Context: an optimization exercise on an open-source flow, tuned for small area, a short achievable clock period and few clock cycles per item. The choices shown serve that exercise and are no tape-out recipe.
At most, simulation tests tie the RTL to the original design; equivalence was not proved.
For run 1, only the layout was checked, not whether the RTL still works.
Power is estimated from default activity; no workload was simulated.

==> flow/design.v (outline; a module is shown in full before it is edited, if it fits) <==
// module booth_multiplier: 1625 lines
module booth_multiplier #(
  parameter MUL_WIDTH = 32
) (
  input                        clk,
  input                        rst_n,
  input                        start,
  input                        sign,
  input      [  MUL_WIDTH-1:0] data_in1,
  input      [  MUL_WIDTH-1:0] data_in2,
  output     [2*MUL_WIDTH-1:0] data_out,
  output reg                   ready
);
  // ...
==> flow/flow/run.sh <==
#!/bin/bash
# Own layout flow: the standard layout (standard.sh) with two changes.
#  1. Synthesis: Yosys's synth is also given -noabc, which drops the generic
#     "abc -fast" pass that runs before ORFS's full-adder extraction, so
#     extract_fa sees the design's full adders as written and maps them
#     without polarity inverters around the adder cells.  fsm and share are
#     still skipped, the design is flattened and renamed the same way, and ABC
#     still maps the remaining logic after adder extraction.
#  2. Port buffers: every input and output port still gets a buffer, but a
#     plain sky130_fd_sc_hd__buf_2 instead of the slow clkdlybuf4s50_1 that
#     buffer_ports picks by default.
# Each tool's output goes to flow.log here and to ORFS's own logs under orfs/logs.
set -euo pipefail
sed 's/yosys synth -nofsm -noshare /yosys synth -nofsm -noshare -noabc /' synth_recipe.tcl > own_synth.tcl
grep -q -- '-noabc' own_synth.tcl
sed -e 's#synth_recipe\.tcl#own_synth.tcl#g' \
    -e "s#CLKGATE_MAP_FILE= #CLKGATE_MAP_FILE= 'BUFFER_PORTS_ARGS=-buffer_cell sky130_fd_sc_hd__buf_2' #" \
    standard.sh > own_standard.sh
grep -q 'own_synth\.tcl' own_standard.sh
grep -q 'BUFFER_PORTS_ARGS' own_standard.sh
bash own_standard.sh > flow.log 2>&1
==> flow/standard.sh <==
#!/bin/bash
# synth_recipe.tcl (not shown) runs the flow's synth.tcl, then flattens the netlist and writes it again
# the make line also repeats each setting of config.mk as NAME=value (left out here)
make -C /OpenROAD-flow-scripts/flow DESIGN_CONFIG=/design/flow/config.mk WORK_HOME=/design/flow/orfs CLKGATE_MAP_FILE= SYNTH_SCRIPT=/design/flow/synth_recipe.tcl "${@:-finish}"
==> flow/config.mk <==
export PLATFORM = sky130hd
export DESIGN_NAME = booth_multiplier
export DESIGN_NICKNAME = booth_multiplier
export VERILOG_FILES = /design/flow/design.v
export SDC_FILE = /design/flow/constraint.sdc
export NUM_CORES = 4
export LEC_CHECK = 0
export CAP_MARGIN = 20
export CORE_MARGIN = 2
export CORE_UTILIZATION = 55
export SETUP_SLACK_MARGIN = 0.6
export SLEW_MARGIN = 20
==> flow/constraint.sdc <==
create_clock -name core_clock -period 5.0 [get_ports {clk}]
set_input_delay 1.0000 -clock core_clock [delete_from_list [all_inputs] [get_ports {clk}]]
set_output_delay 1.0000 -clock core_clock [all_outputs]
set_load 0.01 [all_outputs]
==> flow_summary.yaml, run 1 <==
pwr:
  switching_share_pct: 47.0
  pg_seq_w: 0.00337
  power_top_consumer: "combinational cells"
  power_clock_w: 0.00148
placed_design:
  hpwl_mm: 52.0
  io_buffers: 132
min_path:
  holdPathEnd: "idle_a1$_DFF_P_"
  hold_path.class: "register to register"
worst_setup_path:
  endpoint: "data_out[63]"
  max_stage_delay_ns: 0.41
  worstPathCellList: "ha_2, nand3_1, nor3_1, o21ai_2, a31o_2, o21ai_4, a41oi_4, o31a_1, xnor2_1, buf_2"
  rr_worst_depth: 9
  crit_start: "r0[12]$_DFFE_PP_"
  cp_slowest_cell: "ha_2"
route:
  wl_met1_mm: 25.7
  ant_nets: 0
  met2_length_mm: 33.0
clock_network:
  cts_root_buf: "clkbuf_16"
die:
  start_util_pct: 56.0
global_routing:
  grt_overflow: 0
layout:
  fill_cells: 3109
  multi_input_area_share_pct: 67.3
  layout_common_cells: "342 x xnor2_1, 280 x fa_1, 276 x a22oi_1, 132 x buf_2, 117 x edfxtp_1"
status:
  status: "finished clean"
logic_synthesis:
  synth.area.top_cells: "fa_1 28%, edfxtp_1 17%, xnor2_1 14%"
==> run 2: changes to the inputs <==
--- a/flow/design.v
+++ b/flow/design.v
@@ -11,19 +11,18 @@
   output reg                   ready
 );
   reg  [32:0] a_r;          
   reg  [49:0] r0, r1;     
   reg  [17:0] lo_r;         
   wire [32:0] a_in = {sign & data_in1[31], data_in1};
   wire [33:0] b_in = {{2{sign & data_in2[31]}}, data_in2};
   wire go = ready & start & rst_n;    
-  reg         idle_a0, idle_a1, idle_r, idle_g;
+  reg         idle_a0, idle_r, idle_g;
   wire [32:0] am0 = idle_a0 ? a_in : a_r;
-  wire [32:0] am1 = idle_a1 ? a_in : a_r;
   wire [8:0] xp0, xp1, xp2, xb0, xb1, xb2;
   wire [8:0] neg, one, two;
   reg  [7:0] negb_r, oneb_r, twob_r;
   assign xp0[0] = 1'b0;
   assign xb0[0] = b_in[17];
   assign xp1[0] = b_in[0];
   assign xb1[0] = b_in[18];
   assign xp2[0] = b_in[1];
@@ -110,35 +109,33 @@
   assign one[8] = idle_r & onep[8];
   assign two[8] = idle_r & twop[8];
   wire [33:0] axi = {a_in[32], a_in};
   wire [33:0] axi1 = {a_in, 1'b0};
   wire [33:0] axr = {a_r[32], a_r};
   wire [33:0] axr1 = {a_r, 1'b0};
   wire [33:0] ax0 = {am0[32], am0};
   wire [33:0] ax1_0 = {am0, 1'b0};
-  wire [33:0] ax1 = {am1[32], am1};
-  wire [33:0] ax1_1 = {am1, 1'b0};
   wire [33:0] pp0;
   wire [33:0] pp1;
   wire [33:0] pp2;
   wire [33:0] pp3;
   wire [33:0] pp4;
   wire [33:0] pp5;
   wire [33:0] pp6;
   wire [33:0] pp7;
   wire [33:0] pp8;
   assign pp0 = (({34{one[0]}} & ax0) | ({34{two[0]}} & ax1_0)) ^ {34{neg[0]}};
   assign pp1 = (({34{one[1]}} & ax0) | ({34{two[1]}} & ax1_0)) ^ {34{neg[1]}};
   assign pp2 = (({34{one[2]}} & ax0) | ({34{two[2]}} & ax1_0)) ^ {34{neg[2]}};
   assign pp3 = (({34{one[3]}} & ax0) | ({34{two[3]}} & ax1_0)) ^ {34{neg[3]}};
-  assign pp4 = (({34{one[4]}} & ax1) | ({34{two[4]}} & ax1_1)) ^ {34{neg[4]}};
-  assign pp5 = (({34{one[5]}} & ax1) | ({34{two[5]}} & ax1_1)) ^ {34{neg[5]}};
-  assign pp6 = (({34{one[6]}} & ax1) | ({34{two[6]}} & ax1_1)) ^ {34{neg[6]}};
-  assign pp7 = (({34{one[7]}} & ax1) | ({34{two[7]}} & ax1_1)) ^ {34{neg[7]}};
+  assign pp4 = (({34{one[4]}} & ax0) | ({34{two[4]}} & ax1_0)) ^ {34{neg[4]}};
+  assign pp5 = (({34{one[5]}} & ax0) | ({34{two[5]}} & ax1_0)) ^ {34{neg[5]}};
+  assign pp6 = (({34{one[6]}} & ax0) | ({34{two[6]}} & ax1_0)) ^ {34{neg[6]}};
+  assign pp7 = (({34{one[7]}} & ax0) | ({34{two[7]}} & ax1_0)) ^ {34{neg[7]}};
   assign pp8 = (({34{one[8]}} & axi) | ({34{two[8]}} & axi1)) ^ {34{neg[8]}};
   wire [31:0] acc0 = r0[49:18] & {32{~idle_g}};
   wire [31:0] acc1 = r1[49:18] & {32{~idle_g}};
   wire [18:0] lo_sum = {1'd0, r0[17:0]} + {1'd0, r1[17:0]};
   wire [0:0] lo_cy = lo_sum[18:18] & {1{~idle_g}};
   wire [63:0] t0, t1;
   wire hs0;
   wire hc0;
@@ -1613,13 +1610,12 @@
     twob_r[7] <= twob[7];
     if (!ready) lo_r <= lo_sum[17:0];
     if (!ready || start) begin
       r0 <= t0[49:0];
       r1 <= t1[49:0];
     end
     ready <= ~go;
     idle_a0 <= ~(rst_n & idle_a0 & start);
-    idle_a1 <= ~(rst_n & idle_a1 & start);
     idle_r <= ~(rst_n & idle_r & start);
     idle_g <= ~(rst_n & idle_g & start);
   end
 endmodule
==> flow/config.mk (replaced) <==
export PLATFORM = sky130hd
export DESIGN_NAME = booth_multiplier
export DESIGN_NICKNAME = booth_multiplier
export VERILOG_FILES = /design/flow/design.v
export SDC_FILE = /design/flow/constraint.sdc
export NUM_CORES = 4
export LEC_CHECK = 0
export CAP_MARGIN = 20
export CORE_MARGIN = 2
export CORE_UTILIZATION = 40
export SETUP_SLACK_MARGIN = 0.9
export SLEW_MARGIN = 20
==> run 2 against run 1 <==
Net effect: critical path depth rose by 2; synthesized cell count fell by 0.73%; routed wire length rose by 10%.
==> flow_summary.yaml, run 2 <==
global_routing:
  met2_usage_pct: 41.0
  grt_overflow: 0
  antenna_found_initial: 1
  busiest_layer: "met2"
  grt_max_degree: 37
  grt_use_met1_pct: 35.6
  use_met3_pct: 7.44
  grt_pass1_wl_mm: 107
  track_usage_pct: 27.0
  grt_pass1_vias: 16800
logic_synthesis:
  synth.area.top_cells: "fa_1 29%, edfxtp_1 17%, xnor2_1 14%"
  ys_ff_latch: 177
  syn_nets: 2342
  synth-xor-area-share_pct: 15.4
  synth_edf_count: 117
  muxShareOfSynthArea_pct: 2.28
  synth_fa_ha_area_share_pct: 33.3
  postSynthAreaPerCell_um2: 10.9
  synth_top_family_by_area: "adder cells"
  synth_area_um2: 20800
  synth_seq_area_share_pct: 22.7
  yosysWarnings: 1
  synth_top_area_share_pct: 28.6
  ys_types: 60
  yosysTopAreaCell: "fa_1"
  synth_compound_area_share_pct: 16.1
  synthCells: 1900
  synth_most_common_cell: "xnor2_1"
  async_reset_ff_share_pct: 0
  yosys.area_share.simple_pct: 5.79
  synthTopCellsByCount: "337 x xnor2_1, 297 x fa_1, 288 x a22oi_1, 117 x edfxtp_1, 111 x clkbuf_1"
  synth_ff_type: "edfxtp_1"
placed_design:
  post_dp_cell_area_um2: 22600
  io_buffers: 132
  place.gp.congestion: 0.926
  hpwl_mm: 50.2
  pre_cts_slack_ns: 0.147
layout:
  layout_common_cells: "306 x xnor2_1, 229 x a22oi_1, 196 x fa_1, 125 x buf_2, 117 x edfxtp_1"
  antenna_cells: 0
  final_common_cell: "xnor2_1"
  reg_top3: "r0 (50), r1 (49), a_r (33)"
  syn_to_final_growth_pct: 25.5
  nNetsFinal: 2503
  final-seq-area_um2: 4720
  final_cell_area_um2: 26100
  fill_cells: 4474
  top_register: "r0"
  largest_register_ffs: 50
  multiInputGateArea_um2: 16800
  drive_above_1_share_pct: 33.6
route:
  wl_mm: 73.9
  vias_per_cell: 5.99
  firstDrtPassIters: 6
  post-route-drc-count: 0
  num_vias: 16500
  drt-initial-drc-count: 1607
  ant_nets: 0
  routedWlPerCell_um: 26.8
pwr:
  vdd_ir_drop_max_mv: 0.396
  p_leak_nw: 9.85
  finalPower_w: 0.0207
  cellPowerDensity_nw_per_um2: 796
clock_network:
  cts_tree: "built"
  cts_buffer_depth: 2
  path_clk_slew_ns: 0.08
  worst_skew_pair.late_latency_ns: 0.51
  cts_root_buf: "clkbuf_16"
  htreeDepth: 4
  cts_num_sinks: 177
  cts_buffers: 17
worst_setup_path:
  crit_top_cell: "a21o_1"
  end_kind: "output port"
  critical_path.max_fanout: 4
  start_kind: "register"
  cp.arrival_ns: 3.44
  worstPathCellList: "ha_4, fa_2, a21oi_2, o21ai_2, a21oi_4, o31ai_4, a21o_1, a21o_1, a221o_1, a221oi_2, xnor2_1, buf_2"
  cp_slowest_cell: "edfxtp_1"
  critical_path_class: "register to output port"
  max_stage_delay_ns: 0.43
  required_ns: 4.00
timing:
  finalHoldViolCount: 0
  relSlewSlack_pct: 49.7
  period_needed_ns: 4.44
  fmax_mhz: 225
  slew_viol_final: 0
  setup_viol: 0
  rsz0062_at_grt: "yes"
  setup_tns_ns: 0
  tightest_slew_ns: 0.754
  fin_ws_ns: 0.563
  post-route-period-util_pct: 88.7
  fin_worst_skew_ns: 0.0168
run:
  max_cap_violations: 0
die:
  die_y_um: 232
  start_util_pct: 40.5
  fp.dieW_um: 232
  ios: 133
  rows: 83
  core_area_um2: 51300
  die_area_um2: 53700
status:
  status: "finished clean"
min_path:
  hold_path.class: "register to register"
[run 2: cell type report]
cell class	count	share of cell area, %
clock buffer	17	1.63
clock inverter	15	0.614
inverter	62	1.00
multi-input combinational	1500	64.5
sequential	177	18.1
tap	680	3.26
timing repair buffer	303	10.9
[run 2: where the power goes]
part / internal (W) / switching [W]
Combinational: 0.00741 / 0.00853
Sequential: 0.00305 / 0.000382
Clock: 0.000665 / 0.000709
[run 2: worst paths after layout]
| path | startpoint | endpoint | slack [ns] | cells past startpoint |
|---|---|---|---|---|
| setup / recovery | r0[0]$_DFFE_PP_ | data_out[40] | 0.56 | 12 |
| hold reg to reg | idle_a0$_DFF_P_ | idle_a0$_DFF_P_ | 0.47 | 1 |
| hold / removal | idle_a0$_DFF_P_ | idle_a0$_DFF_P_ | 0.47 | 1 |
| setup reg to reg | idle_a0$_DFF_P_ | r1[23]$_DFFE_PP_ | 0.78 | 10 |
[run 2: what timing repair did]
action | in CTS | in global routing
pin swaps | 147 | 113
hold buffers | 0 | 0
gates resized for setup | 213 | 144
cloned | 14 | 5
setup endpoints to repair | 80 | 73
setup buffers | 47 | 41
[run 2: layer usage]
| metal | wire (um) | up-vias |
|---|---|---|
| met5 | 0 | - |
| met4 | 4140 | 0 |
| met3 | 7620 | 209 |
| met2 | 32900 | 964 |
| met1 | 29300 | 8371 |
| li1 | - | 6941 |
[run 2: critical path, delay by kind of cell, from the launching register on]
kind	cells	cell delay, ns
AOI/OAI and AO/OA	8	1.58
xor gates and xnor gates	1	0.16
adders and majority gates	2	0.59
DFF	1	0.43
buffers and inverters	1	0.16
[run 2: kinds of logic (layout without fill, tap and decap cells)]
kind of cell	count (synthesis)	count (layout)
compound gates	469	469
fa+ha+maj	374	374
xor+xnor	364	364
simple gates	249	249
buf+inv	224	397
flops	177	177
mux	43	44
[run 2: per-stage QoR]
stage,util (%),hold WS [ns],std cells
after CTS,48.5,0.462,2708
after floorplan,-,0.449,1900
final,50.8,0.469,2754
after global routing,50.8,0.484,2754
after detailed placement,44.0,0.394,2615
after global placement,44.0,0.392,2615
Testbench counts of run 2, summed over its fixed seeds: cycles 6,408, items 3,200.
==> run 3: changes to the inputs <==
--- a/flow/config.mk
+++ b/flow/config.mk
@@ -8,5 +8,5 @@
 export CAP_MARGIN = 20
 export CORE_MARGIN = 2
 export CORE_UTILIZATION = 40
-export SETUP_SLACK_MARGIN = 0.9
+export SETUP_SLACK_MARGIN = 0.3
 export SLEW_MARGIN = 20
==> run 3 against run 2 <==
Net effect: synthesized cell count did not move; sequential share of layout area rose by 2.5 points; core utilization is 6.3 points lower; final area is 12% lower; via count down 5.1%; critical endpoint is now r1[25]$_DFFE_PP_; largest power group unchanged.
==> flow_summary.yaml, run 3 <==
clock_network:
  cts_root_buf: "clkbuf_16"
  cts_num_sinks: 177
  worst_skew_pair.late_latency_ns: 0.50
  cts_tree: "built"
  postCtsSetupBuffers: 0
  cts_buffer_depth: 2
  htreeDepth: 4
  cts_buffers: 17
  path_clk_slew_ns: 0.07
layout:
  largest_register_ffs: 50
  multiInputGateArea_um2: 15200
  fill_cells: 4835
  drive_above_1_share_pct: 15.4
  utilization_pct: 44.5
  final_common_cell: "xnor2_1"
  top_register: "r0"
  nNetsFinal: 2386
  reg_top3: "r0 (50), r1 (49), a_r (33)"
  syn_to_final_growth_pct: 10.1
  layout_common_cells: "337 x xnor2_1, 297 x fa_1, 288 x a22oi_1, 132 x buf_2, 117 x edfxtp_1"
  final-seq-area_um2: 4720
worst_setup_path:
  cp.arrival_ns: 4.80
  critical_path.max_fanout: 33
  rr_worst_depth: 9
  start_kind: "register"
  r2r_start: "idle_a0$_DFF_P_"
  end_kind: "register"
  critical_path_class: "register to register"
  crit_start: "idle_a0$_DFF_P_"
  required_ns: 5.24
logic_synthesis:
  synth_seq_area_share_pct: 22.7
  ys_types: 60
  synthTopCellsByCount: "337 x xnor2_1, 297 x fa_1, 288 x a22oi_1, 117 x edfxtp_1, 111 x clkbuf_1"
  synth_top_area_share_pct: 28.6
  synth_ff_type: "edfxtp_1"
  yosysWarnings: 1
  synth.area.top_cells: "fa_1 29%, edfxtp_1 17%, xnor2_1 14%"
  synth-xor-area-share_pct: 15.4
  synth_top_family_by_area: "adder cells"
  postSynthAreaPerCell_um2: 10.9
  async_reset_ff_share_pct: 0
  ys_ff_latch: 177
  synthCells: 1900
  yosys.area_share.simple_pct: 5.79
  synth_area_um2: 20800
  synth_fa_ha_area_share_pct: 33.3
  synth_compound_area_share_pct: 16.1
  muxShareOfSynthArea_pct: 2.28
  synth_edf_count: 117
  syn_nets: 2342
  yosysTopAreaCell: "fa_1"
  synth_most_common_cell: "xnor2_1"
placed_design:
  place.gp.congestion: 0.950
  io_buffers: 132
  hpwl_mm: 49.7
timing:
  tightest_slew_ns: 0.731
  finalHoldViolCount: 0
  fmax_mhz: 219
  slew_viol_final: 0
  post-route-period-util_pct: 91.3
  whs_ns: 0.409
  fin_worst_skew_ns: 0.0108
  setup_tns_ns: 0
  rsz0062_at_grt: "no"
  relSlewSlack_pct: 51.2
  period_needed_ns: 4.56
  setup_viol: 0
die:
  die_y_um: 232
  fp.dieW_um: 232
  rows: 83
  core_area_um2: 51300
  start_util_pct: 40.5
  die_area_um2: 53700
  ios: 133
route:
  num_vias: 15600
  vias_per_cell: 5.93
  firstDrtPassIters: 6
  drt-initial-drc-count: 1779
  post-route-drc-count: 0
  ant_nets: 0
  routedWlPerCell_um: 25.3
  wl_mm: 66.7
global_routing:
  grt_max_degree: 37
  grt_overflow: 0
  antenna_found_initial: 5
  grt_pass1_vias: 16200
  grt_pass1_wl_mm: 101
  track_usage_pct: 25.3
min_path:
  hold_path.class: "register to register"
  whs_path_depth: 1
  min_from: "idle_a0$_DFF_P_"
pwr:
  cellPowerDensity_nw_per_um2: 792
  vdd_ir_drop_max_mv: 0.335
  finalPower_w: 0.0181
  p_leak_nw: 8.74
status:
  status: "finished clean"
run:
  max_cap_violations: 0
run 3: cell types whose count changed in the layout (fill, tap and decap cells not counted), sizes merged:
cell,previous run,this run
clkinvlp,3,0
clkinv,5,6
diode,0,2
buf,296,187
inv,68,67
bufinv,1,0
bufbuf,3,0
mux2,35,34
run 3: routing by layer:
metal | global-route usage, % | vias up | share of wire (%)
li1 | - | 6700 | -
met1 | 33.8 | 7985 | 42
met2 | 39.1 | 805 | 45
met3 | 6.45 | 154 | 9.1
met4 | 10.1 | 2 | 4.0
met5 | 0 | - | 0.019
run 3: cell families (layout without fill, tap and decap cells):
family | count (synthesis) | count (layout)
AND/OR/NAND/NOR | 249 | 249
adder cells (fa/ha/maj) | 374 | 374
XOR/XNOR | 364 | 364
multiplexers | 43 | 43
flip-flops | 177 | 177
other | 0 | 2
buffers and inverters | 224 | 281
AO/OA/AOI/OAI | 469 | 469
run 3: cell type report:
cell class | count | area share [%]
clock buffers | 21 | 2.02
flip-flops and latches | 177 | 20.7
well taps | 680 | 3.72
inverters | 62 | 1.03
repair buffers | 187 | 5.58
multi-input cells | 1499 | 66.5
diodes | 2 | 0.0219
clock inverters | 11 | 0.422
run 3: report_power, final:
part           internal, W  total (W)  switching (W)
Combinational      0.00575     0.0134        0.00766
Clock             0.000678    0.00134       0.000664
Sequential         0.00304    0.00334       0.000293
Total              0.00948     0.0181        0.00862
run 3: timing repair:
action                                  CTS  global route
pin swaps                                 0             1
endpoints found under the setup margin    3            11
hold buffers                              0             0
resized for setup                         1             3
run 3: through the flow:
step,cell area (um2),cells,worst slack [ns]
CTS,22800,2637,0.402
global placement,22300,2605,0.179
floorplan,20800,1900,0.314
finish,22800,2639,0.436
global route,22800,2638,0.300
detailed placement,22300,2605,0.140
run 3: final timing paths:
kind	end	slack (ns)
setup / recovery	r1[25]$_DFFE_PP_	0.44
hold / removal	idle_a0$_DFF_P_	0.41
setup reg to reg	r1[25]$_DFFE_PP_	0.44
hold reg to reg	idle_a0$_DFF_P_	0.41
run 3: critical path, cell delays in order, from the launching register on:
cell and delay [ns]:
dfxtp_1 0.33, buf_4 0.38, mux2_2 0.60, a22oi_1 0.27, xnor2_1 0.12, fa_1 0.69
fa_1 0.49, fa_1 0.42, fa_1 0.57, fa_1 0.41
==> run 4: changes to the inputs <==
--- a/flow/config.mk
+++ b/flow/config.mk
@@ -8,5 +8,5 @@
 export CAP_MARGIN = 20
 export CORE_MARGIN = 2
 export CORE_UTILIZATION = 40
-export SETUP_SLACK_MARGIN = 0.3
+export SETUP_SLACK_MARGIN = 0.6
 export SLEW_MARGIN = 20
==> run 4 against run 3 <==
Net effect: core utilization is 1.2 points higher; combinational power rose by 5%; global-route usage barely moved; sequential share of layout area down 0.53 points; final cell count rose by 0.87%; worst hold slack better by 0.047 ns; clock skew rose by 0.0081 ns; critical path type is now register to output port; critical endpoint is now data_out[56]; largest power group unchanged.
==> flow_summary.yaml, run 4 <==
status:
  status: "finished clean"
worst_setup_path:
  rrSetupSlack_ns: 0.68
  required_ns: 4.00
  critical_path.max_fanout: 5
  start_kind: "register"
  crit_start: "r1[0]$_DFFE_PP_"
  cp.arrival_ns: 3.38
  rr_worst_depth: 10
  r2r_start: "idle_g$_DFF_P_"
  end_kind: "output port"
  worstReg2RegEnd: "r1[22]$_DFFE_PP_"
  critical_path_class: "register to output port"
die:
  die_y_um: 232
  fp.dieW_um: 232
  start_util_pct: 40.5
  die_area_um2: 53700
  ios: 133
  core_area_um2: 51300
  rows: 83
route:
  num_vias: 15600
  vias_per_cell: 5.85
  drt-initial-drc-count: 1715
  post-route-drc-count: 0
  wl_mm: 67.2
  firstDrtPassIters: 7
  ant_nets: 0
  routedWlPerCell_um: 25.2
clock_network:
  worst_skew_pair.late_latency_ns: 0.50
  cts_root_buf: "clkbuf_16"
  hold_buffers: 0
  cts_buffer_depth: 2
  path_clk_slew_ns: 0.07
  cts_num_sinks: 177
  htreeDepth: 4
  cts_tree: "built"
  cts_buffers: 17
layout:
  nNetsFinal: 2411
  final_cell_area_um2: 23500
  largest_register_ffs: 50
  top_register: "r0"
  antenna_cells: 0
  final_common_cell: "xnor2_1"
  utilization_pct: 45.7
  reg_top3: "r0 (50), r1 (49), a_r (33)"
  syn_to_final_growth_pct: 13.0
  drive_above_1_share_pct: 18.2
  layout_common_cells: "336 x xnor2_1, 290 x fa_1, 288 x a22oi_1, 132 x buf_2, 117 x edfxtp_1"
placed_design:
  io_buffers: 132
  hpwl_mm: 50.1
  place.gp.congestion: 0.923
  post_dp_cell_area_um2: 22400
run:
  max_cap_violations: 0
logic_synthesis:
  synth.area.top_cells: "fa_1 29%, edfxtp_1 17%, xnor2_1 14%"
  syn_nets: 2342
  synthCells: 1900
  synth_edf_count: 117
  synth_top_area_share_pct: 28.6
  synth_ff_type: "edfxtp_1"
  synth_most_common_cell: "xnor2_1"
  yosysTopAreaCell: "fa_1"
  synth_seq_area_share_pct: 22.7
  synthTopCellsByCount: "337 x xnor2_1, 297 x fa_1, 288 x a22oi_1, 117 x edfxtp_1, 111 x clkbuf_1"
  ys_types: 60
  synth_area_um2: 20800
  yosysWarnings: 1
  async_reset_ff_share_pct: 0
  postSynthAreaPerCell_um2: 10.9
  ys_ff_latch: 177
timing:
  fin_worst_skew_ns: 0.0189
  tightest_slew_ns: 0.764
  period_needed_ns: 4.38
  post-route-period-util_pct: 87.7
  setup_viol: 0
  rsz0062_at_grt: "yes"
  slew_viol_final: 0
  fmax_mhz: 228
  relSlewSlack_pct: 49.0
  finalHoldViolCount: 0
global_routing:
  grt_pass1_wl_mm: 101
  grt_max_degree: 75
  antenna_found_initial: 1
  track_usage_pct: 25.3
  grt_pass1_vias: 15700
  grt_overflow: 0
pwr:
  cellPowerDensity_nw_per_um2: 802
  finalPower_w: 0.0188
  p_leak_nw: 8.95
  vdd_ir_drop_max_mv: 0.428
min_path:
  min_from: "idle_a0$_DFF_P_"
  holdPathEnd: "idle_a0$_DFF_P_"
  whs_path_depth: 1
  hold_path.class: "register to register"
run 4: cell type report:
class / count / area, um2
tap: 680 / 851
fill: 4828 / 27900
multi-input combinational: 1499 / 15400
timing repair buffer: 212 / 1600
inverter: 62 / 250
sequential: 177 / 4720
clock buffer: 18 / 429
clock inverter: 14 / 154
run 4: cell families (layout without fill, tap and decap cells):
| family | Yosys count | after routing | share of synthesized area, % |
|---|---|---|---|
| AOI/OAI and AO/OA | 469 | 469 | 16.1 |
| xor gates and xnor gates | 364 | 364 | 15.4 |
| adders and majority gates | 374 | 374 | 33.3 |
| buffers and inverters | 224 | 306 | 4.51 |
| DFF | 177 | 177 | 22.7 |
| muxes | 43 | 43 | 2.28 |
| and+or+nand+nor | 249 | 249 | 5.79 |
run 4: worst max-delay path by stage:
stage	to	depth (start not counted)
after floorplan	r1[17]$_DFFE_PP_	10
after global placement	r1[22]$_DFFE_PP_	9
after detailed placement	r1[22]$_DFFE_PP_	9
after CTS	data_out[56]	12
after global routing	data_out[40]	12
final	data_out[56]	12
run 4: critical path, cell delays in order, from the launching register on:
cell	delay, ns
edfxtp_1	0.37
ha_2	0.21
fa_2	0.36
a21oi_2	0.17
o21ai_2	0.09
a21oi_4	0.21
o31ai_4	0.11
a41oi_2	0.33
o21ai_4	0.14
a31o_4	0.26
a221oi_2	0.29
xnor2_1	0.17
buf_2	0.16
run 4: per-layer routing:
layer	vias to the layer above	track usage [%]	routed length, um
met5	-	0	0
met4	0	8.33	2300
met3	113	6.20	6000
met2	737	38.3	30100
met1	7975	35.4	28800
li1	6760	-	-
run 4: what timing repair did:
item	in CTS	in global routing
setup endpoints to repair	19	39
cloned	0	4
pin swaps	18	17
endpoints found under the hold margin	0	0
setup buffers	8	6
gates resized for setup	17	41
run 4: report_power, final:
part	internal (W)	leakage [nW]	switching [W]
Sequential	0.00304	1.66	0.000281
Clock	0.000742	0.275	0.000654
Combinational	0.00612	7.01	0.00798
Total	0.00990	8.95	0.00891
run 4: through the flow:
stage,setup TNS (ns),hold slack (ns),cells,worst slack [ns]
CTS,0,0.429,2651,0.541
finish,0,0.455,2662,0.616
global route,0,0.468,2662,0.491
floorplan,0,0.449,1900,0.582
detailed placement,-0.0248,0.400,2611,-0.0248
global placement,-0.00951,0.393,2611,-0.00951
==> run 5: changes to the inputs <==
--- a/flow/config.mk
+++ b/flow/config.mk
@@ -7,6 +7,6 @@
 export LEC_CHECK = 0
 export CAP_MARGIN = 20
 export CORE_MARGIN = 2
-export CORE_UTILIZATION = 40
+export CORE_UTILIZATION = 70
 export SETUP_SLACK_MARGIN = 0.6
 export SLEW_MARGIN = 20
==> run 5 against run 4 <==
Net effect: sequential power about the same; critical path depth shrank 1; first-iteration DRC count is 61% higher; register-to-register slack worse by 0.12 ns; core utilization rose by 32 points; non-clock buffer count shrank 5; synthesized area unchanged; critical endpoint is now r1[33]$_DFFE_PP_.
==> flow_summary.yaml, run 5 <==
status:
  status: "finished clean"
route:
  drt-initial-drc-count: 2766
  wl_mm: 63.5
  wl_met1_mm: 24.0
  dr_wl_met3_mm: 9.25
  firstDrtPassIters: 10
  post-route-drc-count: 0
  ant_nets: 0
  routedWlPerCell_um: 26.8
  vias_per_cell: 6.96
  met2_length_mm: 27.0
  num_vias: 16500
  highest_layer: "met5"
timing:
  fin_worst_skew_ns: 0.0251
  period_needed_ns: 4.44
  post-route-period-util_pct: 88.8
  slew_viol_final: 0
  relSlewSlack_pct: 43.9
  setup_tns_ns: 0
  finalHoldViolCount: 0
  fin_ws_ns: 0.561
  setup_viol: 0
  tightest_slew_ns: 0.842
  fmax_mhz: 225
  rsz0062_at_grt: "yes"
pwr:
  vdd_ir_drop_max_mv: 0.371
  p_leak_nw: 8.92
  cellPowerDensity_nw_per_um2: 818
worst_setup_path:
  r2r_start: "idle_r$_DFF_P_"
  required_ns: 5.18
  worstReg2RegEnd: "r1[33]$_DFFE_PP_"
  cp.arrival_ns: 4.62
  critical_path.max_fanout: 18
  rr_worst_depth: 11
  start_kind: "register"
  critical_path_class: "register to register"
  rrSetupSlack_ns: 0.56
  end_kind: "register"
min_path:
  whs_path_depth: 1
  holdPathEnd: "idle_a0$_DFF_P_"
  hold_path.class: "register to register"
  min_from: "idle_a0$_DFF_P_"
die:
  start_util_pct: 70.6
  core_area_um2: 29400
  die_area_um2: 31100
  die_y_um: 176
  ios: 133
  rows: 63
  fp.dieW_um: 176
logic_synthesis:
  ys_ff_latch: 177
  synth_top_area_share_pct: 28.6
  syn_nets: 2342
  synth_most_common_cell: "xnor2_1"
  synth_seq_area_share_pct: 22.7
  yosysTopAreaCell: "fa_1"
  synth_area_um2: 20800
  synthCells: 1900
  yosysWarnings: 1
  ys_types: 60
  postSynthAreaPerCell_um2: 10.9
  synth_edf_count: 117
  synth_ff_type: "edfxtp_1"
  async_reset_ff_share_pct: 0
  synth.area.top_cells: "fa_1 29%, edfxtp_1 17%, xnor2_1 14%"
  synthTopCellsByCount: "337 x xnor2_1, 297 x fa_1, 288 x a22oi_1, 117 x edfxtp_1, 111 x clkbuf_1"
layout:
  final_common_cell: "xnor2_1"
  syn_to_final_growth_pct: 10.1
  drive_above_1_share_pct: 17.3
  top_register: "r0"
  antenna_cells: 0
  nNetsFinal: 2406
  layout_common_cells: "336 x xnor2_1, 289 x fa_1, 288 x a22oi_1, 132 x buf_2, 117 x edfxtp_1"
  reg_top3: "r0 (50), r1 (49), a_r (33)"
  largest_register_ffs: 50
clock_network:
  htreeDepth: 4
  cts_buffers: 17
  worst_skew_pair.late_latency_ns: 0.47
  cts_tree: "built"
  path_clk_slew_ns: 0.08
  cts_num_sinks: 177
  cts_buffer_depth: 2
  cts_root_buf: "clkbuf_16"
global_routing:
  grt_pass1_vias: 16200
  antenna_found_initial: 1
  track_usage_pct: 41.4
  grt_max_degree: 57
  grt_pass1_wl_mm: 96.2
  grt_overflow: 0
run:
  max_cap_violations: 0
placed_design:
  pre_cts_slack_ns: 0.00993
  hpwl_mm: 46.5
  place.gp.congestion: 1.00
  io_buffers: 132
-- run 5: cell counts after synthesis --
Identical to the previous run, type by type.
-- run 5: per-layer routing --
layer / track usage [%] / vias to the layer above
met4: 15.8 / 2
met3: 12.0 / 277
met5: 1.12 / -
met1: 58.2 / 7999
met2: 61.3 / 1438
li1: - / 6750
-- run 5: cell families after synthesis --
kind of cell / after synthesis / share of synthesized area (%)
adders and majority gates: 374 / 33.3
DFF: 177 / 22.7
muxes: 43 / 2.28
and+or+nand+nor: 249 / 5.79
AOI/OAI and AO/OA: 469 / 16.1
buffers and inverters: 224 / 4.51
xor gates and xnor gates: 364 / 15.4
-- run 5: critical path, stage by stage, from the launching register on --
cell and delay, ns:
dfxtp_4 0.46, buf_4 0.21, mux2i_1 0.23, buf_4 0.21, inv_2 0.16, buf_12 0.21
xnor2_1 0.26, fa_1 0.50, fa_1 0.43, fa_1 0.47, fa_1 0.57, fa_1 0.45
-- run 5: report_power, final --
part / switching (W) / internal [W]
Combinational: 0.00789 / 0.00611
Sequential: 0.000285 / 0.00304
Clock: 0.000716 / 0.000673
-- run 5: metrics by stage --
step / instances / cell area (um2) / utilization (%) / hold slack, ns / total power [W]
6_report: 2367 / 22900 / 77.8 / 0.456 / 0.0187
5_1_grt: 2367 / 22900 / 77.8 / 0.473 / 0.0201
4_1_cts: 2353 / 22600 / 76.9 / 0.422 / 0.0182
3_5_place_dp: 2319 / 22000 / 74.8 / 0.404 / 0.0167
3_3_place_gp: 2319 / 22000 / 74.8 / 0.394 / 0.0161
2_1_floorplan: 1900 / 20900 / - / 0.449 / 0.0125
-- run 5: what timing repair did --
item / in CTS / in global routing
setup endpoints to repair: 45 / 48
pin swaps: 2 / 12
resized for setup: 9 / 21
setup buffers: 2 / 11
cloned: 0 / 3
hold buffers: 0 / 0
-- run 5: layout make-up --
cell class                 count  area [um2]
fill                        1970        6540
multi-input combinational   1499       15300
inverter                      62         245
clock buffer                  17         425
timing repair buffer         207        1510
tap                          390         488
clock inverter                15         163
sequential                   177        4720
-- run 5: how the worst max path moves through the flow --
stage                               start               end  slack (ns)  depth (start not counted)
after CTS                 idle_a0$_DFF_P_  r1[18]$_DFFE_PP_        0.55                         10
after floorplan              data_in2[17]  r1[17]$_DFFE_PP_        0.58                         10
after detailed placement      data_in2[5]  r1[18]$_DFFE_PP_        0.01                         10
after global routing      r0[1]$_DFFE_PP_      data_out[59]        0.55                         11
final                      idle_r$_DFF_P_  r1[33]$_DFFE_PP_        0.56                         11
after global placement        data_in2[5]  r1[18]$_DFFE_PP_        0.03                         10
==> run 6: changes to the inputs <==
--- a/flow/config.mk
+++ b/flow/config.mk
@@ -7,6 +7,6 @@
 export LEC_CHECK = 0
 export CAP_MARGIN = 20
 export CORE_MARGIN = 2
-export CORE_UTILIZATION = 70
-export SETUP_SLACK_MARGIN = 0.6
+export CORE_UTILIZATION = 55
+export SETUP_SLACK_MARGIN = 0.5
 export SLEW_MARGIN = 20
==> run 6 against run 5 <==
Net effect: first-iteration DRC count down 39%; register-to-register slack better by 0.05 ns; largest cell class unchanged; routed wire length rose by 1.6%; highest routed layer is now met4; power shrank 2.0%; final cell count grew 5.0%; sequential power barely moved; clock-buffer cell count is the same; worst setup slack gained 0.049 ns; non-clock buffer count shrank 2.
==> flow_summary.yaml, run 6 <==
status:
  status: "finished clean"
layout:
  nNetsFinal: 2404
  final_common_cell: "xnor2_1"
  reg_top3: "r0 (50), r1 (49), a_r (33)"
  syn_to_final_growth_pct: 10.8
  top_register: "r0"
  multiInputGateArea_um2: 15300
  largest_register_ffs: 50
  layout_common_cells: "337 x xnor2_1, 294 x fa_1, 288 x a22oi_1, 132 x buf_2, 117 x edfxtp_1"
  fill_cells: 3151
  antenna_cells: 0
  drive_above_1_share_pct: 16.7
  final-seq-area_um2: 4720
min_path:
  whs_path_depth: 1
  holdPathEnd: "idle_a0$_DFF_P_"
  hold_path.class: "register to register"
  min_from: "idle_a0$_DFF_P_"
placed_design:
  io_buffers: 132
  place.gp.congestion: 0.952
  hpwl_mm: 48.8
logic_synthesis:
  ys_types: 60
  yosysTopAreaCell: "fa_1"
  ys_ff_latch: 177
  synth_top_area_share_pct: 28.6
  synth_most_common_cell: "xnor2_1"
  synth_ff_type: "edfxtp_1"
  synth_area_um2: 20800
  synth_seq_area_share_pct: 22.7
  async_reset_ff_share_pct: 0
  synthCells: 1900
  postSynthAreaPerCell_um2: 10.9
  synthTopCellsByCount: "337 x xnor2_1, 297 x fa_1, 288 x a22oi_1, 117 x edfxtp_1, 111 x clkbuf_1"
  synth.area.top_cells: "fa_1 29%, edfxtp_1 17%, xnor2_1 14%"
  syn_nets: 2342
  yosysWarnings: 1
  synth_edf_count: 117
worst_setup_path:
  r2r_start: "idle_a0$_DFF_P_"
  cp.arrival_ns: 4.60
  rr_worst_depth: 10
  worstReg2RegEnd: "r1[19]$_DFFE_PP_"
  start_kind: "register"
  critical_path_class: "register to register"
  end_kind: "register"
  critical_path.max_fanout: 33
  rrSetupSlack_ns: 0.61
  required_ns: 5.21
route:
  firstDrtPassIters: 8
  routedWlPerCell_um: 26.0
  num_vias: 15600
  drt-initial-drc-count: 1685
  vias_per_cell: 6.29
  post-route-drc-count: 0
  ant_nets: 0
  wl_mm: 64.5
timing:
  post-route-period-util_pct: 87.8
  tightest_slew_ns: 0.829
  rsz0062_at_grt: "yes"
  fmax_mhz: 228
  period_needed_ns: 4.39
  setup_tns_ns: 0
  finalHoldViolCount: 0
  whs_ns: 0.439
  relSlewSlack_pct: 44.7
  fin_worst_skew_ns: 0.0178
  slew_viol_final: 0
  setup_viol: 0
clock_network:
  cts_buffers: 17
  cts_root_buf: "clkbuf_16"
  htreeDepth: 4
  path_clk_slew_ns: 0.08
  cts_buffer_depth: 2
  cts_num_sinks: 177
  cts_tree: "built"
  worst_skew_pair.late_latency_ns: 0.47
  hold_buffers: 0
global_routing:
  antenna_found_initial: 0
  grt_pass1_wl_mm: 98.1
  grt_overflow: 0
  grt_max_degree: 46
  grt_pass1_vias: 15600
  track_usage_pct: 34.0
die:
  ios: 133
  rows: 71
  die_area_um2: 39300
  core_area_um2: 37400
  start_util_pct: 55.5
  die_y_um: 198
  fp.dieW_um: 198
run:
  max_cap_violations: 0
pwr:
  p_leak_nw: 8.90
  cellPowerDensity_nw_per_um2: 797
  vdd_ir_drop_max_mv: 0.401
## run 6: cell counts after synthesis
No cell type changed its count.
## run 6: worst max path at each step
stage,slack (ns),end,from
5_1_grt,0.48,data_out[61],r1[16]$_DFFE_PP_
6_report,0.61,r1[19]$_DFFE_PP_,idle_a0$_DFF_P_
2_1_floorplan,0.51,r1[16]$_DFFE_PP_,data_in2[15]
3_5_place_dp,0.06,r1[18]$_DFFE_PP_,data_in2[5]
4_1_cts,0.50,data_out[40],r0[0]$_DFFE_PP_
3_3_place_gp,0.04,r1[18]$_DFFE_PP_,data_in2[5]
## run 6: area by class of cell
class / count / share of cell area (%)
Multi-Input combinational cell: 1499 / 66.4
Sequential cell: 177 / 20.5
Timing Repair Buffer: 205 / 6.70
Tap cell: 511 / 2.78
Clock buffer: 17 / 1.85
Inverter: 62 / 1.06
Clock inverter: 15 / 0.696
## run 6: logic make-up (layout without fill, tap and decap cells)
kind of cell	count (synthesis)	after routing	synth area share, %
buffers and inverters	224	299	4.51
and+or+nand+nor	249	249	5.79
adders and majority gates	374	374	33.3
muxes	43	43	2.28
DFF	177	177	22.7
xor gates and xnor gates	364	364	15.4
AOI/OAI and AO/OA	469	469	16.1
## run 6: critical path: stages (launching register included)
cell and delay (ns):
dfxtp_1 0.36, buf_8 0.27, mux2_2 0.47, buf_4 0.22
a22oi_1 0.21, xnor2_1 0.12, fa_1 0.57, fa_1 0.47
fa_1 0.41, fa_1 0.51, fa_1 0.49
## run 6: power by group
group / switching, W / total [W] / internal (W)
logic: 0.00769 / 0.0136 / 0.00594
clock network: 0.000687 / 0.00136 / 0.000668
registers: 0.000308 / 0.00335 / 0.00304
## run 6: timing repair
item / in CTS / in global routing
setup endpoints to repair: 36 / 36
pin swaps: 1 / 5
endpoints found under the hold margin: 0 / 0
gates resized for setup: 5 / 14
setup buffers: 1 / 6
gates cloned: 0 / 1
## run 6: metrics by stage
step                cell area (um2)  cells  worst slack [ns]  total power, W  util (%)
floorplan                     20900   1900             0.506          0.0125         -
global placement              22200   2446            0.0403          0.0164      59.5
detailed placement            22200   2446            0.0627          0.0167      59.5
CTS                           22900   2479             0.505          0.0182      61.1
global route                  23000   2486             0.477          0.0201      61.5
finish                        23000   2486             0.610          0.0183      61.5
## run 6: layer usage
metal	up-vias	part of all wire, %	wire length, um	GRT usage, %
li1	6745	-	-	-
met1	7905	44	28600	50.2
met2	866	42	27200	48.9
met3	118	11	6790	8.72
met4	0	3.1	2020	10.7
met5	-	0	0	0
==> run 7: changes to the inputs <==
--- a/flow/config.mk
+++ b/flow/config.mk
@@ -8,5 +8,5 @@
 export CAP_MARGIN = 20
 export CORE_MARGIN = 2
 export CORE_UTILIZATION = 55
-export SETUP_SLACK_MARGIN = 0.5
+export SETUP_SLACK_MARGIN = 0.7
 export SLEW_MARGIN = 20
==> run 7 against run 6 <==
Net effect: worst hold slack better by 0.019 ns; die area stayed put; still clean on timing, DRC and antenna; non-clock buffer count is 20 higher; maximum frequency is 1.4% higher; power is 3.7% higher; first-iteration DRC count is 2.1% lower; via count is 2.2% higher; critical path type is now register to output port; synthesized area stayed put; register-to-register slack better by 0.12 ns; highest routed layer unchanged.
==> flow_summary.yaml, run 7 <==
pwr:
  switching_share_pct: 47.3
  pwr-share-comb_pct: 75.1
  seq_power_share_pct: 17.6
  clkPwrFrac_pct: 7.3
  switchingPower_w: 0.00899
  internal-power_w: 0.0100
  cellPowerDensity_nw_per_um2: 805
  vdd_ir_drop_max_mv: 0.535
  p_leak_nw: 9.07
die:
  fp.dieW_um: 198
  core_area_um2: 37400
  ios: 133
  rows: 71
  start_util_pct: 55.5
  die_y_um: 198
  die_area_um2: 39300
logic_synthesis:
  synthTopCellsByCount: "337 x xnor2_1, 297 x fa_1, 288 x a22oi_1, 117 x edfxtp_1, 111 x clkbuf_1"
  yosysTopAreaCell: "fa_1"
  syn_nets: 2342
  synth_ff_type: "edfxtp_1"
  synth_edf_count: 117
  synth_top_area_share_pct: 28.6
  synth_most_common_cell: "xnor2_1"
  ys_ff_latch: 177
  ys_types: 60
  postSynthAreaPerCell_um2: 10.9
  synth_seq_area_share_pct: 22.7
  yosysWarnings: 1
  synthCells: 1900
  synth_area_um2: 20800
  async_reset_ff_share_pct: 0
  synth.area.top_cells: "fa_1 29%, edfxtp_1 17%, xnor2_1 14%"
clock_network:
  path_clk_slew_ns: 0.08
  cts_root_buf: "clkbuf_16"
  cts_buffer_depth: 2
  worst_skew_pair.late_latency_ns: 0.48
  htreeDepth: 4
  hold_buffers: 0
  cts_num_sinks: 177
  cts_tree: "built"
  cts_buffers: 17
timing:
  setup_viol: 0
  fin_ws_ns: 0.672
  slew_viol_final: 0
  relSlewSlack_pct: 29.8
  post-route-period-util_pct: 86.6
  fin_worst_skew_ns: 0.0123
  rsz0062_at_grt: "yes"
  whs_ns: 0.458
  finalHoldViolCount: 0
  fmax_mhz: 231
  tightest_slew_ns: 1.05
  period_needed_ns: 4.33
layout:
  top_register: "r0"
  fill_cells: 3117
  multiInputGateArea_um2: 15600
  layout_common_cells: "331 x xnor2_1, 272 x a22oi_1, 266 x fa_1, 131 x buf_2, 117 x edfxtp_1"
  final_common_cell: "xnor2_1"
  largest_register_ffs: 50
  nNetsFinal: 2424
  final_cell_area_um2: 23600
  reg_top3: "r0 (50), r1 (49), a_r (33)"
  syn_to_final_growth_pct: 13.8
  final-seq-area_um2: 4720
  drive_above_1_share_pct: 21.2
  antenna_cells: 0
run:
  max_cap_violations: 0
worst_setup_path:
  critical_path.max_fanout: 5
  start_kind: "register"
  critical_path_class: "register to output port"
  end_kind: "output port"
  required_ns: 4.00
  cp.arrival_ns: 3.33
placed_design:
  hpwl_mm: 49.4
  io_buffers: 132
  post_dp_cell_area_um2: 22200
  pre_cts_slack_ns: -0.0655
  place.gp.congestion: 0.983
global_routing:
  track_usage_pct: 34.5
  grt_overflow: 0
  grt_pass1_vias: 15400
  antenna_found_initial: 0
  grt_max_degree: 69
  grt_pass1_wl_mm: 99.3
min_path:
  hold_path.class: "register to register"
route:
  ant_nets: 0
  vias_per_cell: 6.37
  num_vias: 16000
  drt-initial-drc-count: 1650
  wl_mm: 66.9
  routedWlPerCell_um: 26.7
  firstDrtPassIters: 6
  post-route-drc-count: 0
status:
  status: "finished clean"
## run 7: cell counts after synthesis
Identical to the previous run, type by type.
## run 7: final timing paths
check / start / end / slack (ns) / cells past startpoint
hold / removal: idle_a0$_DFF_P_ / idle_a0$_DFF_P_ / 0.46 / 1
setup / recovery: r1[0]$_DFFE_PP_ / data_out[56] / 0.67 / 12
setup reg to reg: idle_a0$_DFF_P_ / r1[29]$_DFFE_PP_ / 0.73 / 9
hold reg to reg: idle_a0$_DFF_P_ / idle_a0$_DFF_P_ / 0.46 / 1
## run 7: logic make-up after synthesis
family | share of synthesized area [%]
compound gates | 16.1
xor+xnor | 15.4
fa+ha+maj | 33.3
buf+inv | 4.51
flops | 22.7
mux | 2.28
simple gates | 5.79
## run 7: layer usage
| metal | GRT usage (%) | vias to the layer above | part of all wire (%) |
|---|---|---|---|
| met2 | 49.4 | 980 | 43 |
| met4 | 11.5 | 0 | 3.8 |
| li1 | - | 6784 | - |
| met5 | 0 | - | 0 |
| met1 | 51.2 | 8080 | 42 |
| met3 | 8.57 | 131 | 12 |
## run 7: what timing repair did
item / 4_1_cts / 5_1_grt
cloned: 2 / 6
endpoints found under the setup margin: 68 / 56
hold endpoints to repair: 0 / 0
pin swaps: 13 / 36
gates resized for setup: 23 / 80
setup buffers: 11 / 10
## run 7: per-stage QoR
stage                     instances  power, W  TNS (ns)  util, %
final                          2506    0.0190         0     63.2
after floorplan                1900    0.0125         0        -
after global placement         2445    0.0164   -0.0379     59.4
after detailed placement       2445    0.0168    -0.331     59.4
after CTS                      2490    0.0184         0     61.6
after global routing           2506    0.0206         0     63.2
## run 7: worst max-delay path, cell delays in order (launching register included)
cell,delay (ns)
edfxtp_1,0.38
ha_2,0.21
fa_2,0.37
a21oi_2,0.18
o21ai_2,0.10
a21oi_4,0.20
o31ai_4,0.10
a41oi_2,0.33
o21ai_4,0.13
a31o_4,0.26
a221oi_4,0.26
xnor2_1,0.16
buf_2,0.16
## run 7: cell type report
cell class	count	area share [%]
multi-input combinational	1499	66.2
sequential	177	20.0
timing repair buffer	225	7.60
tap	511	2.71
clock buffer	17	1.80
inverter	62	1.04
clock inverter	15	0.657
## run 7: power by group through the flow
stage                     Sequential (W)  Clock [W]  Combinational [W]
after floorplan                  0.00324          0            0.00929
after global placement           0.00336          0             0.0130
after detailed placement         0.00335          0             0.0135
after CTS                        0.00333    0.00140             0.0137
after global routing             0.00339    0.00146             0.0157
final                            0.00335    0.00139             0.0143
==> run 8: changes to the inputs <==
--- a/flow/config.mk
+++ b/flow/config.mk
@@ -8,5 +8,6 @@
 export CAP_MARGIN = 20
 export CORE_MARGIN = 2
 export CORE_UTILIZATION = 55
-export SETUP_SLACK_MARGIN = 0.7
+export PLACE_DENSITY = 0.7
+export SETUP_SLACK_MARGIN = 0.6
 export SLEW_MARGIN = 20
==> run 8 against run 7 <==
Net effect: still clean on timing, DRC and antenna; worst hold slack got worse by 0.0069 ns; non-clock buffer count rose by 3; die area did not move; first-iteration DRC count rose by 29%; synthesized cell count did not move; core utilization fell by 0.78 points; power fell by 1.6%; combinational power barely moved; critical path depth rose by 1; critical endpoint is now r1[23]$_DFFE_PP_; largest power group unchanged.
==> flow_summary.yaml, run 8 <==
status:
  status: "finished clean"
clock_network:
  worst_skew_pair.late_latency_ns: 0.47
  cts_buffers: 17
  htreeDepth: 4
  cts_num_sinks: 177
  cts_root_buf: "clkbuf_16"
  hold_buffers: 0
  path_clk_slew_ns: 0.09
  cts_tree: "built"
  cts_buffer_depth: 2
die:
  die_area_um2: 39300
  rows: 71
  ios: 133
  core_area_um2: 37400
  fp.dieW_um: 198
  die_y_um: 198
  start_util_pct: 55.5
layout:
  nNetsFinal: 2427
  reg_top3: "r0 (50), r1 (49), a_r (33)"
  final_common_cell: "xnor2_1"
  drive_above_1_share_pct: 18.8
  syn_to_final_growth_pct: 12.4
  largest_register_ffs: 50
  top_register: "r0"
  layout_common_cells: "337 x xnor2_1, 286 x a22oi_1, 286 x fa_1, 131 x buf_2, 117 x edfxtp_1"
  utilization_pct: 62.4
  antenna_cells: 0
run:
  max_cap_violations: 0
timing:
  fin_worst_skew_ns: 0.0173
  relSlewSlack_pct: 41.9
  rsz0062_at_grt: "yes"
  finalHoldViolCount: 0
  tightest_slew_ns: 0.871
  fmax_mhz: 229
  whs_ns: 0.451
  period_needed_ns: 4.37
  setup_viol: 0
  slew_viol_final: 0
  post-route-period-util_pct: 87.4
placed_design:
  hpwl_mm: 47.5
  place.gp.congestion: 0.989
  io_buffers: 132
logic_synthesis:
  yosysTopAreaCell: "fa_1"
  async_reset_ff_share_pct: 0
  synth_most_common_cell: "xnor2_1"
  synthTopCellsByCount: "337 x xnor2_1, 297 x fa_1, 288 x a22oi_1, 117 x edfxtp_1, 111 x clkbuf_1"
  yosys.area_share.simple_pct: 5.79
  synth-xor-area-share_pct: 15.4
  synth_area_um2: 20800
  synth_edf_count: 117
  synth_fa_ha_area_share_pct: 33.3
  synth_top_area_share_pct: 28.6
  synthCells: 1900
  ys_types: 60
  synth_seq_area_share_pct: 22.7
  muxShareOfSynthArea_pct: 2.28
  postSynthAreaPerCell_um2: 10.9
  syn_nets: 2342
  yosysWarnings: 1
  synth_top_family_by_area: "adder cells"
  synth_ff_type: "edfxtp_1"
  synth.area.top_cells: "fa_1 29%, edfxtp_1 17%, xnor2_1 14%"
  synth_compound_area_share_pct: 16.1
  ys_ff_latch: 177
pwr:
  switching_share_pct: 47.3
  pwr-share-comb_pct: 75.0
  switchingPower_w: 0.00884
  clkPwrFrac_pct: 7.4
  seq_power_share_pct: 17.6
  internal-power_w: 0.00987
  vdd_ir_drop_max_mv: 0.368
  cellPowerDensity_nw_per_um2: 802
  p_leak_nw: 9.02
worst_setup_path:
  crit_buf_inv: 3
  critical_path.max_fanout: 8
  crit_top_cell: "fa_1"
  worstPathCellList: "buf_2, nor2_1, a21oi_2, a21oi_4, buf_12, clkbuf_16, a22oi_1, xnor2_1, fa_1, fa_1, fa_1, fa_1, fa_1"
  required_ns: 5.21
  cp.arrival_ns: 4.58
  cp_slowest_cell: "fa_1"
  critical_path_class: "input port to register"
  cp_top_family: "adder cells"
  start_kind: "input port"
  max_stage_delay_ns: 0.54
  end_kind: "register"
  rrSetupSlack_ns: 0.67
global_routing:
  grt_pass1_wl_mm: 95.6
  grt_pass1_vias: 15800
  track_usage_pct: 32.7
  antenna_found_initial: 0
  grt_max_degree: 61
  grt_overflow: 0
route:
  num_vias: 15900
  ant_nets: 0
  post-route-drc-count: 0
  firstDrtPassIters: 6
  drt-initial-drc-count: 2131
  routedWlPerCell_um: 25.3
  wl_mm: 63.6
  vias_per_cell: 6.36
min_path:
  hold_path.class: "register to register"
## run 8: cell counts after synthesis
Identical to the previous run, type by type.
## run 8: routing by layer
| metal | up-vias | track usage, % | wire length, um |
|---|---|---|---|
| met4 | 0 | 10.9 | 2720 |
| met1 | 7896 | 46.1 | 26000 |
| met3 | 176 | 9.03 | 7520 |
| li1 | 6797 | - | - |
| met2 | 1079 | 48.8 | 27300 |
| met5 | - | 0 | 0 |
## run 8: per-stage QoR
step	instances	setup TNS [ns]	area [um2]	setup slack [ns]	power, W
2_1_floorplan	1900	0	20900	0.582	0.0125
3_3_place_gp	2454	-1.61	22200	-0.143	0.0162
3_5_place_dp	2454	-2.74	22200	-0.151	0.0167
4_1_cts	2493	0	22900	0.590	0.0182
5_1_grt	2509	0	23300	0.547	0.0204
6_report	2509	0	23300	0.632	0.0187
## run 8: kinds of logic (layout without fill, tap and decap cells)
kind of cell | after synthesis | in the layout
fa+ha+maj | 374 | 374
flops | 177 | 177
xor+xnor | 364 | 364
mux | 43 | 43
simple gates | 249 | 249
buf+inv | 224 | 322
compound gates | 469 | 469
## run 8: cell type report
class	instances	area, um2
clock inverters	15	176
clock buffers	17	425
well taps	511	639
repair buffers	228	1720
inverters	62	248
flip-flops and latches	177	4720
fillers	3030	14100
multi-input cells	1499	15400
## run 8: power by group through the flow
stage / logic, W / clock network, W / registers, W
after global routing: 0.0156 / 0.00145 / 0.00334
final: 0.0140 / 0.00138 / 0.00329
after floorplan: 0.00929 / 0 / 0.00324
after CTS: 0.0136 / 0.00139 / 0.00328
after detailed placement: 0.0134 / 0 / 0.00331
after global placement: 0.0129 / 0 / 0.00331
## run 8: what timing repair did
| action | CTS | global route |
|---|---|---|
| buffers inserted | 7 | 11 |
| pin swaps | 13 | 35 |
| endpoints found under the setup margin | 61 | 49 |
| resized for setup | 10 | 40 |
| cloned | 0 | 5 |
## run 8: worst paths after layout
kind | cells past startpoint | to | start
worst min-delay path | 1 | idle_a0$_DFF_P_ | idle_a0$_DFF_P_
worst max register to register | 10 | r1[18]$_DFFE_PP_ | idle_a0$_DFF_P_
worst min register to register | 1 | idle_a0$_DFF_P_ | idle_a0$_DFF_P_
worst max-delay path | 13 | r1[23]$_DFFE_PP_ | data_in2[3]
==> run 9: changes to the inputs <==
--- a/flow/config.mk
+++ b/flow/config.mk
@@ -8,6 +8,6 @@
 export CAP_MARGIN = 20
 export CORE_MARGIN = 2
 export CORE_UTILIZATION = 55
-export PLACE_DENSITY = 0.7
 export SETUP_SLACK_MARGIN = 0.6
 export SLEW_MARGIN = 20
+export TNS_END_PERCENT = 100
==> run 9 against run 8 <==
Net effect: still clean on timing, DRC and antenna; worst setup slack improved by 0.044 ns; clock skew grew 0.0016 ns; final cell count decreased by 0.36%; sequential share of layout area rose by 0.11 points; sequential power up 2%; final area fell by 0.57%; routed wire length grew 4.6%; combinational power about the same; synthesized area unchanged; largest cell class unchanged.
==> flow_summary.yaml, run 9 <==
global_routing:
  track_usage_pct: 34.4
  grt_overflow: 0
  antenna_found_initial: 0
  grt_pass1_wl_mm: 98.9
  grt_pass1_vias: 15600
  grt_max_degree: 61
route:
  ant_nets: 0
  vias_per_cell: 6.29
  post-route-drc-count: 0
  wl_mm: 66.5
  firstDrtPassIters: 6
  drt-initial-drc-count: 1549
  num_vias: 15700
  routedWlPerCell_um: 26.6
placed_design:
  pre_cts_slack_ns: -0.0608
  io_buffers: 132
  place.gp.congestion: 0.981
  hpwl_mm: 49.4
worst_setup_path:
  end_kind: "output port"
  start_kind: "register"
  cp.arrival_ns: 3.32
  required_ns: 4.00
  max_stage_delay_ns: 0.38
  worstPathCellList: "ha_2, fa_2, a21oi_4, o21ai_2, a21oi_4, o31ai_4, a21o_1, a21o_1, a221o_1, a221oi_2, xnor2_1, buf_2"
  cp_slowest_cell: "edfxtp_1"
  critical_path_class: "register to output port"
  crit_buf_inv: 1
  cp_top_family: "compound AO/OA/AOI/OAI gates"
  critical_path.max_fanout: 4
timing:
  period_needed_ns: 4.32
  fin_worst_skew_ns: 0.0189
  slew_viol_final: 0
  finalHoldViolCount: 0
  post-route-period-util_pct: 86.5
  rsz0062_at_grt: "yes"
  fmax_mhz: 231
  fin_ws_ns: 0.676
  relSlewSlack_pct: 36.4
  tightest_slew_ns: 0.954
  setup_viol: 0
layout:
  largest_register_ffs: 50
  multiInputGateArea_um2: 15400
  final_common_cell: "xnor2_1"
  nNetsFinal: 2418
  utilization_pct: 62.1
  drive_above_1_share_pct: 18.0
  layout_common_cells: "337 x xnor2_1, 290 x fa_1, 288 x a22oi_1, 132 x buf_2, 117 x edfxtp_1"
  fill_cells: 3106
  top_register: "r0"
  antenna_cells: 0
  syn_to_final_growth_pct: 11.8
  final-seq-area_um2: 4720
  reg_top3: "r0 (50), r1 (49), a_r (33)"
pwr:
  internal-power_w: 0.00982
  p_leak_nw: 8.97
  switchingPower_w: 0.00890
  pwr-share-comb_pct: 74.9
  cellPowerDensity_nw_per_um2: 807
  clkPwrFrac_pct: 7.3
  seq_power_share_pct: 17.8
  vdd_ir_drop_max_mv: 0.356
  switching_share_pct: 47.6
min_path:
  hold_path.class: "register to register"
die:
  fp.dieW_um: 198
  die_area_um2: 39300
  core_area_um2: 37400
  die_y_um: 198
  rows: 71
  ios: 133
  start_util_pct: 55.5
logic_synthesis:
  synth_area_um2: 20800
  synth_seq_area_share_pct: 22.7
  ys_ff_latch: 177
  synth_ff_type: "edfxtp_1"
  synth.area.top_cells: "fa_1 29%, edfxtp_1 17%, xnor2_1 14%"
  synth_most_common_cell: "xnor2_1"
  synth_edf_count: 117
  yosysWarnings: 1
  synthTopCellsByCount: "337 x xnor2_1, 297 x fa_1, 288 x a22oi_1, 117 x edfxtp_1, 111 x clkbuf_1"
  synthCells: 1900
  async_reset_ff_share_pct: 0
  synth_top_area_share_pct: 28.6
  syn_nets: 2342
  ys_types: 60
  yosysTopAreaCell: "fa_1"
  postSynthAreaPerCell_um2: 10.9
clock_network:
  cts_root_buf: "clkbuf_16"
  worst_skew_pair.late_latency_ns: 0.47
  cts_buffer_depth: 2
  cts_buffers: 17
  htreeDepth: 4
  cts_num_sinks: 177
  path_clk_slew_ns: 0.08
  cts_tree: "built"
status:
  status: "finished clean"
run:
  max_cap_violations: 0
[run 9: cell counts after synthesis]
Identical to the previous run, type by type.
[run 9: final timing paths]
check                                      from          endpoint  slack [ns]  depth (start not counted)
worst max-delay path            r0[0]$_DFFE_PP_      data_out[40]        0.68                         12
worst min-delay path            idle_a0$_DFF_P_   idle_a0$_DFF_P_        0.46                          1
worst max register to register  idle_a0$_DFF_P_  r1[18]$_DFFE_PP_        0.70                         10
worst min register to register  idle_a0$_DFF_P_   idle_a0$_DFF_P_        0.46                          1
[run 9: per-stage QoR]
step / TNS [ns] / cells / hold slack, ns / cell area (um2) / power [W]
final: 0 / 2500 / 0.457 / 23200 / 0.0187
after floorplan: 0 / 1900 / 0.449 / 20900 / 0.0125
after CTS: 0 / 2488 / 0.422 / 22900 / 0.0184
after global routing: 0 / 2500 / 0.487 / 23200 / 0.0203
after global placement: -0.115 / 2450 / 0.391 / 22200 / 0.0165
after detailed placement: -0.280 / 2450 / 0.403 / 22200 / 0.0169
[run 9: cell families (layout without fill, tap and decap cells)]
| logic type | count (synthesis) | in the layout | synth area share (%) |
|---|---|---|---|
| AO/OA/AOI/OAI | 469 | 469 | 16.1 |
| adder cells (fa/ha/maj) | 374 | 374 | 33.3 |
| XOR/XNOR | 364 | 364 | 15.4 |
| AND/OR/NAND/NOR | 249 | 249 | 5.79 |
| buffers and inverters | 224 | 313 | 4.51 |
| flip-flops | 177 | 177 | 22.7 |
| multiplexers | 43 | 43 | 2.28 |
[run 9: per-layer routing]
metal	vias up	wire length [um]	GRT usage (%)
li1	6774	-	-
met3	95	7310	9.78
met5	-	0	0
met2	900	29100	50.8
met1	7951	28300	49.6
met4	0	1820	9.41
[run 9: power by group through the flow]
stage	combinational, W	sequential, W	clock, W
floorplan	0.00929	0.00324	0
global route	0.0155	0.00338	0.00145
global placement	0.0132	0.00335	0
detailed placement	0.0135	0.00335	0
finish	0.0140	0.00334	0.00137
CTS	0.0137	0.00332	0.00139
[run 9: layout make-up]
type,instances,area share [%]
clock buffers,18,1.85
clock inverters,14,0.685
well taps,511,2.76
multi-input cells,1499,66.2
repair buffers,219,7.07
flip-flops and latches,177,20.3
inverters,62,1.07
[run 9: what timing repair did]
action,4_1_cts,5_1_grt
pin swaps,9,22
resized for setup,9,34
hold buffers,0,0
setup buffers,6,8
endpoints found under the setup margin,48,39
gates cloned,0,4
==> run 10: changes to the inputs <==
--- a/flow/config.mk
+++ b/flow/config.mk
@@ -5,9 +5,8 @@
 export SDC_FILE = /design/flow/constraint.sdc
 export NUM_CORES = 4
 export LEC_CHECK = 0
-export CAP_MARGIN = 20
+export CAP_MARGIN = 5
 export CORE_MARGIN = 2
 export CORE_UTILIZATION = 55
 export SETUP_SLACK_MARGIN = 0.6
-export SLEW_MARGIN = 20
-export TNS_END_PERCENT = 100
+export SLEW_MARGIN = 5
==> run 10 against run 9 <==
Net effect: still clean on timing, DRC and antenna; first-iteration DRC count unchanged; synthesized area did not move; via count stayed put; routed wire length unchanged.
==> flow_summary.yaml, run 10 <==
timing:
  whs_ns: 0.457
  relSlewSlack_pct: 36.4
  setup_viol: 0
  post-route-period-util_pct: 86.5
  tightest_slew_ns: 0.954
  rsz0062_at_grt: "yes"
  fin_worst_skew_ns: 0.0189
  period_needed_ns: 4.32
  slew_viol_final: 0
clock_network:
  htreeDepth: 4
  cts_num_sinks: 177
  cts_root_buf: "clkbuf_16"
  cts_tree: "built"
  cts_buffer_depth: 2
  worst_skew_pair.late_latency_ns: 0.47
die:
  core_area_um2: 37400
  die_area_um2: 39300
  ios: 133
route:
  post-route-drc-count: 0
  highest_layer: "met4"
  wl_met1_mm: 28.3
  vias_per_cell: 6.29
  num_vias: 15700
  routedWlPerCell_um: 26.6
  dr_wl_met3_mm: 7.31
  drt-initial-drc-count: 1549
  ant_nets: 0
  met2_length_mm: 29.1
logic_synthesis:
  ys_types: 60
  yosys.area_share.simple_pct: 5.79
  ys_ff_latch: 177
  synth_edf_count: 117
  muxShareOfSynthArea_pct: 2.28
  syn_nets: 2342
  synth_seq_area_share_pct: 22.7
  synth.area.top_cells: "fa_1 29%, edfxtp_1 17%, xnor2_1 14%"
  synth_ff_type: "edfxtp_1"
  synth_compound_area_share_pct: 16.1
  postSynthAreaPerCell_um2: 10.9
  yosysTopAreaCell: "fa_1"
  synth_top_area_share_pct: 28.6
  synth_top_family_by_area: "adder cells"
  synth_most_common_cell: "xnor2_1"
  synth_fa_ha_area_share_pct: 33.3
worst_setup_path:
  rr_worst_depth: 10
  critical_path_class: "register to output port"
  critical_path.max_fanout: 4
  start_kind: "register"
  end_kind: "output port"
  cp.depth: 12
  worstReg2RegEnd: "r1[18]$_DFFE_PP_"
  cp_top_family: "compound AO/OA/AOI/OAI gates"
  rrSetupSlack_ns: 0.70
  worstPathCellList: "ha_2, fa_2, a21oi_4, o21ai_2, a21oi_4, o31ai_4, a21o_1, a21o_1, a221o_1, a221oi_2, xnor2_1, buf_2"
placed_design:
  hpwl_mm: 49.4
  io_buffers: 132
layout:
  fill_cells: 3106
  antenna_cells: 0
  syn_to_final_growth_pct: 11.8
  top_register: "r0"
  nNetsFinal: 2418
  final_common_cell: "xnor2_1"
  reg_top3: "r0 (50), r1 (49), a_r (33)"
pwr:
  finalPower_w: 0.0187
  p_leak_nw: 8.97
min_path:
  whs_path_depth: 1
  hold_path.class: "register to register"
  min_from: "idle_a0$_DFF_P_"
global_routing:
  grt_max_degree: 61
  grt_overflow: 0
status:
  status: "finished clean"
## run 10: cell counts in the layout (fill, tap and decap cells not counted)
No cell type changed its count.
## run 10: timing repair
item                                    in CTS  in global routing
resized for setup                            9                 34
gates cloned                                 0                  4
pin swaps                                    9                 22
hold buffers                                 0                  0
setup buffers                                6                  8
endpoints found under the setup margin      48                 39
hold endpoints to repair                     0                  0
## run 10: logic make-up after synthesis
family,Yosys count
adder cells (fa/ha/maj),374
buffers and inverters,224
multiplexers,43
AO/OA/AOI/OAI,469
XOR/XNOR,364
AND/OR/NAND/NOR,249
flip-flops,177
## run 10: area by class of cell
| cell class | instances | area, um2 | area share [%] |
|---|---|---|---|
| multi-input combinational | 1499 | 15400 | 66.2 |
| clock inverter | 14 | 159 | 0.685 |
| tap | 511 | 639 | 2.76 |
| timing repair buffer | 219 | 1640 | 7.07 |
| clock buffer | 18 | 429 | 1.85 |
| inverter | 62 | 249 | 1.07 |
| sequential | 177 | 4720 | 20.3 |
## run 10: worst register-to-register path, delay by kind of cell (launching register included)
family	cells	cell delay (ns)
adder cells (fa/ha/maj)	5	2.50
buffers and inverters	2	0.42
XOR/XNOR	1	0.12
AO/OA/AOI/OAI	1	0.23
flip-flops	1	0.39
multiplexers	1	0.40
## run 10: layer usage
layer / up-vias / track usage, %
li1: 6774 / -
met1: 7951 / 49.6
met5: - / 0
met3: 95 / 9.78
met2: 900 / 50.8
met4: 0 / 9.41
## run 10: power breakdown
| part | internal, W | switching [W] |
|---|---|---|
| registers | 0.00304 | 0.000292 |
| clock network | 0.000673 | 0.000697 |
| logic | 0.00610 | 0.00791 |
## run 10: stage by stage
stage,setup slack [ns],cell area (um2),std cells,setup TNS (ns),util (%)
CTS,0.597,22900,2488,0,61.2
global route,0.567,23200,2500,0,62.1
floorplan,0.582,20900,1900,0,-
detailed placement,-0.0608,22200,2450,-0.280,59.4
finish,0.676,23200,2500,0,62.1
global placement,-0.0462,22200,2450,-0.115,59.4
## run 10: worst max-delay path by stage
| stage | from | to |
|---|---|---|
| floorplan | data_in2[17] | r1[17]$_DFFE_PP_ |
| global placement | data_in2[5] | r1[32]$_DFFE_PP_ |
| detailed placement | data_in2[5] | r1[32]$_DFFE_PP_ |
| CTS | r1[0]$_DFFE_PP_ | data_out[40] |
| global route | data_in2[5] | r1[31]$_DFFE_PP_ |
| finish | r0[0]$_DFFE_PP_ | data_out[40] |

Setup slack of run 10, layout unchanged: 0.676 ns with ideal ports, 0.619 ns with driving cells assumed (clock clkbuf_16, inputs buf_2), 0.193 ns with port delays also shifted by the 0.520 ns mid clock arrival.
